From an optimization exercise on the open Yosys and OpenROAD flow, aimed at small area, a short achievable clock period and few clock cycles; shortcuts taken in it are not production practice. Function was not checked in any run shown here: the RTL went through the layout flow alone.

==> flow/design.v (outline; a module is shown in full before it is edited, if it fits) <==
// module PE: 2858 lines
module PE (
	input clk,
	input rst,
	input PE_en,
	input [13-1:0] i_config,
	input [32-1:0] ifmap,
	input [32-1:0] filter,
	input [32-1:0] ipsum,
	input ifmap_valid,
	input filter_valid,
	input ipsum_valid,
	input opsum_ready,
	output reg [32-1:0] opsum,
	output reg ifmap_ready,
	output reg filter_ready,
	output reg ipsum_ready,
	output reg opsum_valid
);
  // ...
==> flow/flow/run.sh <==
#!/bin/bash
# Layout flow: the standard synthesis, then a netlist pass (fapol.py) that
# re-polarises full adders to drop the inverters synthesis leaves between them,
# then the standard ORFS layout with repair_timing asked for extra setup margin.
set -euo pipefail
RES=$PWD/orfs/results/sky130hd/PE/base
LIB=$FLOW_HOME/platforms/sky130hd/lib/sky130_fd_sc_hd__tt_025C_1v80.lib
bash standard.sh synth > synth.log 2>&1
cp $RES/1_2_yosys.v $RES/1_2_yosys.orig.v
python3 flow/fapol.py $LIB $RES/1_2_yosys.orig.v $RES/1_2_yosys.v > fapol.log 2>&1
rm -f $RES/1_synth.odb
bash standard.sh SETUP_SLACK_MARGIN=8.2 TNS_END_PERCENT=100 'BUFFER_PORTS_ARGS=-buffer_cell sky130_fd_sc_hd__buf_2' finish > standard.log 2>&1
==> flow/flow/fapol.py <==
#!/usr/bin/env python3
"""Re-polarise full adders (and simple gates) in a mapped sky130hd netlist.

A full adder is self-dual: FA(~a, ~b, ~c) = (~cout, ~sum).  Yosys' extract_fa
leaves inverters between chained fa cells.  This pass chooses, for every fa
cell, whether it computes the true or the complemented function, and for some
simple gates whether to use the cell or its complement (nand2 <-> and2, ...),
so that as few inverters as possible are needed.  It then removes every
inverter and adds back one inverter per signal whose complement is still
read.  Flip-flops, ports and all other cells keep their function and names.

usage: fapol.py LIBERTY IN.v OUT.v [report]
"""
import re, sys, random, math
from collections import defaultdict, Counter

lib, fin, fout = sys.argv[1:4]
rng = random.Random(1)

# ---- liberty: pin directions and areas
txt = open(lib).read()
pindir, AREA = {}, {}
for chunk in re.split(r'\n\s*cell\s*\(', txt)[1:]:
    nm = re.match(r'\s*"?(\w+)"?', chunk).group(1)
    am = re.search(r'area\s*:\s*([\d.]+)', chunk)
    if am:
        AREA[nm] = float(am.group(1))
    d = {}
    for pm in re.finditer(r'\bpin\s*\(\s*"?(\w+)"?\s*\)\s*\{[^{}]*?direction\s*:\s*"?(\w+)"?', chunk, re.S):
        d[pm.group(1)] = pm.group(2)
    pindir[nm] = d
INV = AREA["sky130_fd_sc_hd__inv_1"]

# ---- netlist
src = open(fin).read()
inst_re = re.compile(r'^  (sky130_fd_sc_hd__\w+)\s+(\\\S+ |\S+)\s*\((.*?)\);\n', re.M | re.S)
pin_re = re.compile(r'\.(\w+)\(\s*(\\\S+ |[^()]*?)\s*\)')
insts = []
for m in inst_re.finditer(src):
    pins = [(p, n.strip()) for p, n in pin_re.findall(m.group(3))]
    insts.append(dict(typ=m.group(1), name=m.group(2), pins=pins, span=m.span()))
if re.search(r'^\s*assign\s', src, re.M):
    sys.exit("fapol: netlist has assign statements; not handled")
outports = set()
for m in re.finditer(r'^\s*output\s+(\[(\d+):(\d+)\]\s+)?(\w+);', src, re.M):
    if m.group(1):
        hi, lo = int(m.group(2)), int(m.group(3))
        for b in range(min(hi, lo), max(hi, lo) + 1):
            outports.add(f"{m.group(4)}[{b}]")
    else:
        outports.add(m.group(4))

def is_inv(t): return re.fullmatch(r'sky130_fd_sc_hd__(inv|clkinv)_\d+', t) is not None
def is_fa(t): return re.fullmatch(r'sky130_fd_sc_hd__fa_\d+', t) is not None

driver = {}
for i, ins in enumerate(insts):
    for p, n in ins['pins']:
        if pindir[ins['typ']].get(p) == 'output' and n:
            driver[n] = (i, p)

def root(n):
    par = 0
    for _ in range(1000):
        if n in driver and is_inv(insts[driver[n][0]]['typ']):
            n = dict(insts[driver[n][0]]['pins'])['A']
            par ^= 1
        else:
            return n, par
    sys.exit("fapol: inverter loop")

cons = defaultdict(list)          # root -> [(inst or None, pin/port, parity)]
for i, ins in enumerate(insts):
    if is_inv(ins['typ']):
        continue
    for p, n in ins['pins']:
        if pindir[ins['typ']].get(p) == 'input' and n and not n.startswith("1'"):
            r, par = root(n)
            cons[r].append((i, p, par))
for n in outports:
    r, par = root(n)
    cons[r].append((None, n, par))

fas = [i for i, ins in enumerate(insts) if is_fa(ins['typ'])]
s = {i: 0 for i in fas}
fa_of_root = {}
for i in fas:
    for p, n in insts[i]['pins']:
        if p in ('SUM', 'COUT'):
            fa_of_root[n] = i
fa_inroots = defaultdict(set)
for r, lst in cons.items():
    for ci, p, par in lst:
        if ci is not None and ci in s:
            fa_inroots[ci].add(r)

COMP = {}
for a, b in [("nand2_1", "and2_1"), ("nor2_1", "or2_1"), ("xor2_1", "xnor2_1"),
             ("nand3_1", "and3_1"), ("nor3_1", "or3_1"), ("a21oi_1", "a21o_1"),
             ("o21ai_0", "o21a_1"), ("a22oi_1", "a22o_1"), ("o22ai_1", "o22a_1"),
             ("mux2i_1", "mux2_1"), ("a211oi_1", "a211o_1"), ("o211ai_1", "o211a_1"),
             ("nand4_1", "and4_1"), ("nor4_1", "or4_1"), ("a31oi_1", "a31o_1"),
             ("o31ai_1", "o31a_1")]:
    COMP["sky130_fd_sc_hd__" + a] = "sky130_fd_sc_hd__" + b
    COMP["sky130_fd_sc_hd__" + b] = "sky130_fd_sc_hd__" + a
gates = {}
for i, ins in enumerate(insts):
    if ins['typ'] in COMP:
        outs = [n for p, n in ins['pins'] if pindir[ins['typ']].get(p) == 'output']
        if len(outs) == 1 and outs[0] in cons:
            gates[i] = outs[0]
g_of_root = {n: i for i, n in gates.items()}
gs = {i: 0 for i in gates}

def pol(r):
    if r in fa_of_root: return s[fa_of_root[r]]
    if r in g_of_root: return gs[g_of_root[r]]
    return 0
def need_inv(r):
    pi = pol(r)
    for ci, p, par in cons[r]:
        if par ^ (s[ci] if (ci is not None and ci in s) else 0) != pi:
            return 1
    return 0
def affected(i):
    rs = set(fa_inroots[i])
    for p, n in insts[i]['pins']:
        if p in ('SUM', 'COUT') and n in cons:
            rs.add(n)
    return rs
def gdelta(i):
    t0 = insts[i]['typ']
    return AREA[COMP[t0]] - AREA[t0]

ninv_old = sum(1 for ins in insts if is_inv(ins['typ']))
before = sum(need_inv(r) for r in cons)

# ---- simulated annealing over fa polarities and gate types
moves = [("f", i) for i in fas] + [("g", i) for i in gates]
cur = before * INV
best_cost, best = cur, (dict(s), dict(gs))
T0, T1, N = 4.0, 0.02, 400000
for step in range(N):
    T = T0 * (T1 / T0) ** (step / N)
    kind, i = moves[rng.randrange(len(moves))]
    if kind == "f":
        rs = affected(i)
        c0 = sum(need_inv(r) for r in rs) * INV
        s[i] ^= 1
        d = sum(need_inv(r) for r in rs) * INV - c0
        if d <= 0 or rng.random() < math.exp(-d / T):
            cur += d
        else:
            s[i] ^= 1
    else:
        r = gates[i]
        c0 = need_inv(r) * INV
        gs[i] ^= 1
        d = need_inv(r) * INV + (gdelta(i) if gs[i] else -gdelta(i)) - c0
        if d <= 0 or rng.random() < math.exp(-d / T):
            cur += d
        else:
            gs[i] ^= 1
    if cur < best_cost - 1e-9:
        best_cost, best = cur, (dict(s), dict(gs))
s, gs = best
for i in gates:
    if gs[i]:
        old_t = insts[i]['typ']; new_t = COMP[old_t]
        oo = [p for p, dd in pindir[old_t].items() if dd == 'output']
        no = [p for p, dd in pindir[new_t].items() if dd == 'output']
        assert len(oo) == 1 and len(no) == 1
        insts[i]['pins'] = [((no[0] if p == oo[0] else p), n) for p, n in insts[i]['pins']]
        assert set(p for p, n in insts[i]['pins']) <= set(pindir[new_t]), (old_t, new_t)
        insts[i]['typ'] = new_t
after = sum(need_inv(r) for r in cons)

# ---- rebuild
def fmt(n):
    return n.rstrip() + ' ' if n.startswith('\\') else n
newinv, newwires = {}, []
def phys(r, want):
    if want == pol(r):
        return r
    if r not in newinv:
        k = len(newinv)
        newinv[r] = f"fapol_n{k}"
        newwires.append((f"fapol_inv{k}", r, f"fapol_n{k}"))
    return newinv[r]
newpins = {}
for r, lst in cons.items():
    for ci, p, par in lst:
        req = par ^ (s[ci] if (ci is not None and ci in s) else 0)
        newpins[(ci, p)] = phys(r, req)

out, pos = [], 0
for i, ins in enumerate(insts):
    a, b = ins['span']
    out.append(src[pos:a]); pos = b
    if is_inv(ins['typ']):
        continue
    pins = [(p, newpins.get((i, p), n)) for p, n in ins['pins']]
    body = ",\n".join(f"    .{p}({fmt(n)})" for p, n in pins)
    out.append(f"  {ins['typ']} {ins['name']} (\n{body}\n  );\n")
tail = src[pos:]
extra = []
for n in sorted(outports):
    pn = newpins[(None, n)]
    if pn != n:
        extra.append(f"  sky130_fd_sc_hd__buf_1 fapol_obuf{len(extra)} (\n    .A({fmt(pn)}),\n    .X({n})\n  );\n")
decl = "".join(f"  wire {w};\n" for _, _, w in newwires)
invs = "".join(f"  sky130_fd_sc_hd__inv_1 {nm} (\n    .A({fmt(r)}),\n    .Y({w})\n  );\n" for nm, r, w in newwires)
res = "".join(out)
hdr_end = res.index(');\n') + 3
res = res[:hdr_end] + decl + res[hdr_end:]
tail = tail.replace("endmodule", invs + "".join(extra) + "endmodule", 1)
open(fout, "w").write(res + tail)
print(f"fapol: {len(fas)} fa cells, {sum(s.values())} flipped; {sum(gs.values())} gates swapped; "
      f"inverters {ninv_old} -> {len(newwires)}, port buffers {len(extra)}; area change "
      f"{(len(newwires) - ninv_old) * INV + sum(gdelta(i) * 0 for i in gates):.0f} um2 (inverters only)")
if len(sys.argv) > 4:
    c = Counter()
    for nm, r, w in newwires:
        t = (insts[driver[r][0]]['typ'][18:] + "." + driver[r][1]) if r in driver else "port"
        kinds = Counter(insts[ci]['typ'][18:] if ci is not None else 'port' for ci, p, par in cons[r])
        c[(t, tuple(sorted(kinds)))] += 1
    for k, v in c.most_common(15): print(v, k)
==> flow/standard.sh <==
#!/bin/bash
# synth_recipe.tcl (not shown) runs the flow's synth.tcl, then flattens the netlist and writes it again
# the make line also repeats each setting of config.mk as NAME=value (left out here)
make -C /OpenROAD-flow-scripts/flow DESIGN_CONFIG=/design/flow/config.mk WORK_HOME=/design/flow/orfs CLKGATE_MAP_FILE= SYNTH_SCRIPT=/design/flow/synth_recipe.tcl "${@:-finish}"
==> flow/config.mk <==
export PLATFORM = sky130hd
export DESIGN_NAME = PE
export DESIGN_NICKNAME = PE
export VERILOG_FILES = /design/flow/design.v
export SDC_FILE = /design/flow/constraint.sdc
export NUM_CORES = 8
export LEC_CHECK = 0
export CAP_MARGIN = 20
export CORE_MARGIN = 2
export CORE_UTILIZATION = 40
export CTS_CLUSTER_DIAMETER = 80
export CTS_CLUSTER_SIZE = 30
export SLEW_MARGIN = 20
==> flow/constraint.sdc <==
create_clock -name core_clock -period 12.0 [get_ports {clk}]
set_input_delay 2.4000 -clock core_clock [delete_from_list [all_inputs] [get_ports {clk}]]
set_output_delay 2.4000 -clock core_clock [all_outputs]
set_load 0.01 [all_outputs]
==> impl_results.md, run 1 <==
- Crit path depth: 15
- Cell area after synthesis: 0.0564 mm^2
- CTS buffer count: 50
- Crit path required time: 12.65 ns
- Worst Hold Class: register to register
- Clock latency on the worst-skew pair: 0.74 ns
- CTS Buffer Depth: 3
- Leading cell kind: multi-input gates
- CP Cell Sequence: buf_8 > mux2i_4 > xnor2_2 > nor3_2 > ha_2 > ha_4 > ha_4 > nor2b_4 > o21ai_1 > nand3_1 > nand3b_1 > a21oi_2 > nand2_1 > nand4bb_1 > o21ai_1
- Rows: 137
- Sink Count: 920
- Fin crit share: 33.2%
- Multi-input comb cells: 2776
- Hold path depth: 0
- Reg2Reg Depth: 8
- Met2 Use GR: 40.1%
- CLK BUF: 57
- Setup slack after layout: 8.01 ns
- Status: finished clean
- Regs by FF count: fmem (384), fsr (96)
- Commonest cells after routing, fill and taps aside: 762 x edfxtp_1, 714 x nand2_1, 695 x fa_1, 254 x inv_1, 204 x and2_1
- Routing usage on met3: 7.01%
- Die W: 379 um
- Final setup vio count: 0
- Critical path origin: i_config[10]
- Setup tns final: 0 ns
- Ports: 152
- Fill count: 12400
- Relative slew margins: 15.3%
- Synth Warn #: 1
- Antenna Nets Post-Route: 0
- Final non-clock buffer share: 5.56%
- Setup CP Type: input pin to register
- N_taps: 1876
- DR vias: 36400
- Core area: 0.140 mm^2
- DRT met1 WL: 74300 um
==> run 2: changes to the inputs <==
--- a/flow/design.v
+++ b/flow/design.v
@@ -98,24 +98,20 @@
 wire np_next = (np & !c_go) | p_fire;
 wire vB_next = adv ? vA : vB;
 wire sfull_next = !o_take & (sfull | c_go);
 wire c_go_next = vB_next & np_next & !sfull_next;
 wire adv_n = !vB_next | c_go_next;
 wire [1:0] ki_n = issue ? (last_in_col ? 2'd0 : ki + 2'd1) : ki;
 wire [4:0] ci_n = (issue & last_in_col & !last_col) ? ci + 5'd1 : ci;
 wire idone_n = idone | (issue & last_in_col & last_col);
-wire fdone_n = fdone | (f_fire & f_last);
 wire lic_n = (ki_n == nout_m1);
 wire lc_n = (ci_n == ccol);
-wire win_ok_n = (nq_next > {1'b0, crs}) & (!lic_n | lc_n | !cst | (nq_next >= 3'd2));
-wire [2:0] kw_n = kw + {2'b0, f_fire & f_rowlast};
-wire filt_ok_n = cdw ? (kw_n != 3'd0) : (kw_n > {1'b0, ki_n});
-wire fin_ok_n = !(lic_n & lc_n) | fdone_n;
-wire pop_n = busy & !job_end & !idone_n & win_ok_n & filt_ok_n & fin_ok_n & adv_n & lic_n & !lc_n;
+wire filt_ok_n = cdw ? (kw != 3'd0) : (kw > {1'b0, ki_n});
+wire pop_n = busy & !job_end & !idone_n & filt_ok_n & adv_n & lic_n & !lc_n;
 always @(posedge clk or posedge rst) begin
 	if (rst) begin
 		nq <= 3'd0; ifmap_ready <= 1'b0;
 	end else if (job_end) begin
 		nq <= 3'd0; ifmap_ready <= 1'b1;
 	end else begin
 		nq <= nq_next;
 		ifmap_ready <= (nq_next != 3'd4) | pop_n;
==> impl_results.md, run 2 <==
- Sink Count: 920 (unchanged)
- Tightest Pin Transition: 1.04 ns
- Hold Path End: cb_2_0$_DFFE_PN_
- TritonCTS clock tree: done
- Initial Util: 40.2%
- Crit path required time: 12.55 ns (-0.10 ns)
- CP Max Fanout: 8
- Regs by FF count: fmem (384), fsr (96)
- Status: finished clean
- Ports: 152 (unchanged)
- Biggest register: fmem
- Reg2Reg Depth: 8 (unchanged)
- Final Hold Violating Endpoints: 0
- Hold WS: 0.437 ns
- Die Area: 0.140 mm^2
- Post-synthesis average cell area: 13.6 um^2
- Synthesized net count: 4986
- DP HPWL: 139000 um
- Worst Hold Class: register to register
- CP Cell Sequence: buf_8 > and2_4 > buf_12 > nand3_4 > clkinvlp_4 > a22o_1 > nand3_1 > o221ai_2 > a211oi_4 > buf_6 > a21oi_4 > buf_12 > a221o_1
- WP data arrival: 4.38 ns
- Setup CP Type: input pin to register
- Total Wirelength: 184000 um
- Vias in the first global route: 36300
- Share of layout cells above drive strength 1: 18.1%
- Reg-to-reg endpoint: ca_8_11$_DFFE_PN_
- RePlAce Congestion: 1.04
- Synth Instances: 4056
- Drt pass-1 iters: 9
- Overall routing resource usage: 25.9%
- Worst reg2reg startpoint: q2[10]$_DFFE_PP_
- Synth-to-Final Area Change: 15.5%
- Largest register FFs: 384
- Via density: 5.78
- Slowest-stage cell, CP: a221o_1
- Relative slew margins: 30.0% (+15 points)
- Core area: 0.137 mm^2 (-1.9%)
- CP most frequent cell: buf_12
- Final setup vio count: 0 (unchanged)
- Antenna Nets Post-Route: 0 (unchanged)
- Clock latency on the worst-skew pair: 0.74 ns (about the same)
- CTS Buffer Depth: 3 (unchanged)
- Initial antenna violation count: 11
- Cell area after synthesis: 0.0550 mm^2 (-2.4%)
- Crit path largest cell delay: 0.28 ns
- WL/cell: 29.6 um
- Drt first-iter violations: 4537
- Setup tns final: 0 ns (unchanged)
- RSZ-0062 raised after global routing: yes
- CTS buffer count: 52 (+4.0%)
- Reg2Reg Setup Slack: 8.19 ns
- Largest net degree at the start of global routing: 82
- Commonest cells after routing, fill and taps aside: 762 x edfxtp_1, 719 x fa_1, 675 x nand2_1, 246 x and2_1, 246 x inv_1
- Height of the die: 375 um
- Nets@finish: 5313
- CP Capture Type: register
- Post-route DRC: 0
- Rows: 136 (-0.73%)
- IO buf count: 151
- Fill count: 12100 (-2.9%)
- Skew final: 0.102 ns
- Worst-path clk slew: 0.10 ns
- Final Critical Period: 3.83 ns
- Die W: 375 um (-1.2%)
- Fin crit share: 31.9% (-1.3 points)
- Clk root buf: clkbuf_16
- Synth Warn #: 1 (unchanged)
- DP Cell Count: 5907
- Max cap viols: 0
- Gr ovfl total: 0
- DR vias: 36000 (-1.2%)
- F_max: 261 MHz
- Most common cell after layout, fill and taps aside: edfxtp_1
- Max-slew violations: 0
- Setup crit start kind: input pin
- Hold path startpoint: ca_2_0$_DFFE_PN_
- Global-route wire length before repair: 261000 um
- Final std cells w/o fill: 6220
- Htree depth: 2
- Hold path depth: 0 (unchanged)
## run 2: cell type report
type | count | area [um^2] | area share (%)
antenna | 1 | 2.50 | 0.00394
clock buffer | 61 | 1390 | 2.18
clock inverter | 35 | 619 | 0.975
inverter | 262 | 1030 | 1.62
multi-input combinational | 2750 | 28300 | 44.5
sequential | 920 | 26500 | 41.7
tap | 1794 | 2240 | 3.53
timing repair buffer | 388 | 3450 | 5.43
timing repair inverter | 9 | 45.0 | 0.0709
## run 2: metal layers
metal | up-vias | routed length, um | global-route usage, %
met4 | 4 | 7310 | 8.57
met1 | 18800 | 73800 | 36.1
met5 | - | 34 | 0
met2 | 2086 | 82000 | 39.9
li1 | 14700 | - | -
met3 | 356 | 21100 | 6.39
## run 2: repair_timing
item,in CTS,in global routing
hold buffers,0,0
buffers inserted,150,47
pin swaps,14,29
endpoints found under the setup margin,412,284
cloned,14,5
gates resized for setup,140,121
## run 2: metrics by stage
step                      worst slack, ns  cell area (um^2)  util, %
after detailed placement             6.57             58300     42.6
after global routing                 8.04             63500     46.4
after global placement               6.61             58300     42.6
after CTS                            8.19             62600     45.7
after floorplan                      7.29             55500        -
final                                8.17             63500     46.4
## run 2: worst max path at each step
stage / from / end / slack [ns] / cells after the start
floorplan: filter_valid / fsr[40]$_DFF_P_ / 7.29 / 10
global placement: filter_valid / fsr[10]$_DFF_P_ / 6.61 / 10
detailed placement: filter_valid / fsr[40]$_DFF_P_ / 6.57 / 10
CTS: PE_en / fsr[18]$_DFF_P_ / 8.19 / 11
global route: kw[0]$_DFFE_PP0P_ / ifmap_ready$_DFF_PP0_ / 8.04 / 13
finish: filter_valid / fsr[25]$_DFF_P_ / 8.17 / 13
## run 2: worst max-delay path, delay by kind of cell
family / cells / cell delay [ns]
buf+inv: 5 / 0.68
compound gates: 5 / 0.87
simple gates: 3 / 0.39

==> what the ideal ports hide <==
In the flow no input, the clock included, has a driving cell. The finished layouts below were timed again as built, in two steps.
Step 1, drivers: a clkbuf_16 drives clk and a buf_2 each remaining input, both assumed.
Step 2 also shifts input and output timing later by t, the mid clock arrival at the registers, as if the neighbouring blocks saw the same clock.
a / b / c = ideal ports / drivers / drivers and shift; a / b = the first two.
run | t, ns | setup WS [ns] | worst hold slack (ns)
run 1 | 0.766 | 8.013 / 8.044 / 7.278 | 0.418 / 0.418 / 0.418
run 2 | 0.771 | 8.168 / 8.168 / 7.437 | 0.437 / 0.437 / 0.437
After both steps setup and hold are still met in every run listed. For run 1, which loses most, drivers alone change the setup slack by +0.031 ns; drivers and shift together by -0.735 ns.
